This design comes from an exercise in tuning for small area, a short achievable clock period and few clock cycles on the open sky130 flow, not from production work.
In this exercise RTL edits were held to simulation tests only and were not proved equivalent to the original.
No activity file was given, so power comes from the tool's default toggle rates.

==> module minimax, before the edit <==
module minimax(
   opt, move,
   grid, column_counts, player, sw, clk
);
input [83:0] grid;
input [20:0] column_counts;
input player;
input sw;
input clk;
output [6:0] opt;
output move;
reg [41:0] t, ts;
reg [6:0]  vld;                  
reg [6:0]  stv;                  
integer c, r, j;
always @(*) begin
  for (c = 0; c < 7; c = c + 1) begin
    vld[c] = !(column_counts[3*c + 2] && column_counts[3*c + 1]);
    stv[c] = !column_counts[3*c + 2] || !(column_counts[3*c + 1] || column_counts[3*c]);
    for (r = 0; r < 6; r = r + 1) begin
      t[6*c + r]  = column_counts[3*c +: 3] == r;
      ts[6*c + r] = r > 0 && column_counts[3*c +: 3] == r - 1;
    end
  end
end
wire [6:0]  a4, n4, s4;
wire [20:0] a3, n3, s3;
score     score_a (.grid(grid), .t(t),  .f4(a4), .f3(a3));
score_opp score_n (.grid(grid), .t(t),  .f4(n4), .f3(n3));
score_stk score_s (.grid(grid), .t(ts), .f4(s4), .f3(s3));
function [6:0] therm;
  input [2:0] v;
  begin
    therm[0] = v[2] | v[1] | v[0];
    therm[1] = v[2] | v[1];
    therm[2] = v[2] | v[1] & v[0];
    therm[3] = v[2];
    therm[4] = v[2] & (v[1] | v[0]);
    therm[5] = v[2] & v[1];
    therm[6] = v[2] & v[1] & v[0];
  end
endfunction
function [2:0] untherm;
  input [6:0] m;
  begin
    untherm[2] = m[3];
    untherm[1] = m[1] & ~m[3] | m[5];
    untherm[0] = m[0] & ~m[1] | m[2] & ~m[3] | m[4] & ~m[5] | m[6];
  end
endfunction
function gt6;
  input [5:0] a, b;
  integer i;
  begin
    gt6 = 1'b0;
    for (i = 0; i < 6; i = i + 1)
      gt6 = (a[i] & ~b[i]) | (~(a[i] ^ b[i]) & gt6);
  end
endfunction
function [1:0] rank;              
  input integer k;
  rank = (k == 3) ? 2'd3 : (k == 2 || k == 4) ? 2'd2 : (k == 1 || k == 5) ? 2'd1 : 2'd0;
endfunction
function [6:0] pos;
  input integer k;
  input [2:0] h;
  case (h)
    3'd0: pos = 13 - 2*k;
    3'd1: pos = 27 - 2*k;
    3'd2: pos = 41 - 2*k;
    3'd3: pos = 55 - 2*k;
    3'd4: pos = 69 - 2*k;
    default: pos = 83 - 2*k;
  endcase
endfunction
reg [7:0] nt [0:6];              
reg [7:0] st [0:6];
reg [7:0] g01, g23, g45, g456, g0123;
reg [7:0] mt;
reg [3:0] d;
reg [5:0] key [0:6];
always @(*) begin
  for (c = 0; c < 7; c = c + 1) begin
    nt[c] = vld[c] ? {n4[c], therm(n3[3*c +: 3])} : 8'd0;
    st[c] = stv[c] ? {s4[c], therm(s3[3*c +: 3])} : 8'd0;
  end
  g01 = nt[0] | nt[1];  g23 = nt[2] | nt[3];  g45 = nt[4] | nt[5];
  g456 = g45 | nt[6];   g0123 = g01 | g23;
  for (c = 0; c < 7; c = c + 1) begin
    case (c)
      0: mt = nt[1] | g23 | g456;
      1: mt = nt[0] | g23 | g456;
      2: mt = g01 | nt[3] | g456;
      3: mt = g01 | nt[2] | g456;
      4: mt = g0123 | nt[5] | nt[6];
      5: mt = g0123 | nt[4] | nt[6];
      default: mt = g0123 | g45;
    endcase
    mt = mt | st[c];
    d = {1'b0, a3[3*c +: 3]} + {1'b0, ~untherm(mt[6:0])};
    key[c] = a4[c] ? 6'b10_0000 : mt[7] ? 6'b00_0000 : {2'b01, d};
  end
end
reg [6:0] win;
reg [6:0] best;
reg       g;
always @(*) begin
  win = vld;
  for (c = 0; c < 7; c = c + 1)
    for (j = c + 1; j < 7; j = j + 1) begin
      g = gt6(key[c], key[j]) | (key[c] == key[j] && key[c][4] && rank(c) > rank(j));
      if (vld[c] &&  g) win[j] = 1'b0;
      if (vld[j] && !g) win[c] = 1'b0;
    end
  best = (vld == 7'd0) ? 7'd1 : 7'd0;
  for (c = 0; c < 7; c = c + 1)
    if (win[c]) best = best | pos(c, column_counts[3*c +: 3]);
end
wire req = player & sw;
reg  busy;
reg  move_r;
reg  [6:0] opt_r;
assign move = move_r;
assign opt  = opt_r;
always @(posedge clk) begin
  if (!req) begin
    busy   <= 1'b0;
    move_r <= 1'b0;
  end else if (!busy) begin
    busy   <= 1'b1;
    move_r <= 1'b1;
    opt_r  <= best;
  end else begin
    move_r <= 1'b0;
  end
end
endmodule
Settings: LEC_CHECK=0, ABC_AREA=1, CAP_MARGIN=20, CORE_MARGIN=2, CORE_UTILIZATION=45, SLEW_MARGIN=20; clock period 11.0 ns.
standard.sh (not shown) runs the stock make flow with config.mk's settings and CLKGATE_MAP_FILE= SYNTH_SCRIPT=/design/flow/synth_recipe.tcl, a recipe that flattens the netlist after the stock synthesis.
==> flow/flow/run.sh <==
#!/bin/bash
# Layout flow: the standard flow (standard.sh), with these changes:
#  - synthesis leaves adders as plain gates for abc instead of mapping them to
#    the platform's full/half adder cells (ADDER_MAP_FILE empty), which gives a
#    much shallower netlist for this design's bit counts and comparisons;
#  - every port still gets its own buffer, but a plain buf_2 rather than the
#    slow clkdlybuf4s50_1 that buffer_ports picks by default;
set -o pipefail
cp standard.sh standard_sh.log
export ADDER_MAP_FILE=
export BUFFER_PORTS_ARGS="-buffer_cell sky130_fd_sc_hd__buf_2"
SETUP_SLACK_MARGIN=4.3 bash standard.sh cts > standard_to_cts.log 2>&1 || exit 1
SETUP_SLACK_MARGIN=0 bash standard.sh finish > standard.log 2>&1
The first run completed without violations.
Testbench counts at the start, summed over its fixed seeds: cycles 960.
Then changed:
--- a/flow/design.v
+++ b/flow/design.v
@@ -1076,11 +1076,29 @@
   end
 endfunction
+function [3:0] add3;
+  input [2:0] a, b;
+  reg   [2:0] g, p;
+  reg         c1, c2;
+  begin
+    g = a & b;
+    p = a ^ b;
+    c1 = g[0];
+    c2 = g[1] | p[1] & g[0];
+    add3 = {g[2] | p[2] & g[1] | p[2] & p[1] & g[0], p[2] ^ c2, p[1] ^ c1, p[0]};
+  end
+endfunction
 function gt6;
   input [5:0] a, b;
-  integer i;
+  reg   [5:0] eq;
+  integer i, k;
+  reg   t;
   begin
+    eq  = ~(a ^ b);
     gt6 = 1'b0;
-    for (i = 0; i < 6; i = i + 1)
-      gt6 = (a[i] & ~b[i]) | (~(a[i] ^ b[i]) & gt6);
+    for (i = 0; i < 6; i = i + 1) begin
+      t = a[i] & ~b[i];
+      for (k = i + 1; k < 6; k = k + 1) t = t & eq[k];
+      gt6 = gt6 | t;
+    end
   end
 endfunction
@@ -1125,5 +1143,5 @@
     endcase
     mt = mt | st[c];
-    d = {1'b0, a3[3*c +: 3]} + {1'b0, ~untherm(mt[6:0])};
+    d = add3(a3[3*c +: 3], ~untherm(mt[6:0]));
     key[c] = a4[c] ? 6'b10_0000 : mt[7] ? 6'b00_0000 : {2'b01, d};
   end
@@ -1151,14 +1169,7 @@
 assign opt  = opt_r;
 always @(posedge clk) begin
-  if (!req) begin
-    busy   <= 1'b0;
-    move_r <= 1'b0;
-  end else if (!busy) begin
-    busy   <= 1'b1;
-    move_r <= 1'b1;
-    opt_r  <= best;
-  end else begin
-    move_r <= 1'b0;
-  end
+  opt_r  <= best;
+  busy   <= req;
+  move_r <= req & !busy;
 end
 endmodule
Wire length went down by 0.80%; global-route usage is lower by 2.0 points; power decreases by 1.3%; worst setup slack improved by 0.067 ns; non-clock buffer count fell by 12; design area is about the same; area after synthesis climbs by 2.3%; via count is higher by 0.46%; sequential power grows by about 1%; register-to-register slack improves by 0.76 ns; synthesized cell count rises by 2.7%.
Testbench counts after the change, summed over its fixed seeds: cycles 960.

-- static timing again, ports no longer ideal --
How much do the figures lean on ideal ports? The routed layouts below were timed once more, with nothing changed but the port constraints.
Step 1, drivers: a clkbuf_16 drives clk and a buf_2 each remaining input, both assumed.
Step 2 moves the port delays by t, midway between the first and last clock arrival at a register: inputs arrive t later, outputs are due t later. That takes back most of the time a late clock gives input paths.
Slacks: ideal / step 1 / step 2; pairs: ideal / step 1.
run	shift t [ns]	slack for setup (ns)	worst hold slack (ns)	latest minus earliest clock arrival (ns)	slew at the worst register clock pin (ns)
the first run	0.269	3.785 / 3.791 / 3.522	0.419 / 0.419 / 0.419	0.001 / 0.002	0.04 / 0.04
the second run	0.256	3.852 / 3.856 / 3.600	0.384 / 0.384 / 0.384	0.001 / 0.001	0.04 / 0.04
After both steps every run listed still meets setup and hold. For the first run, which loses most, drivers alone change the setup slack by +0.006 ns; drivers and shift together by -0.263 ns.
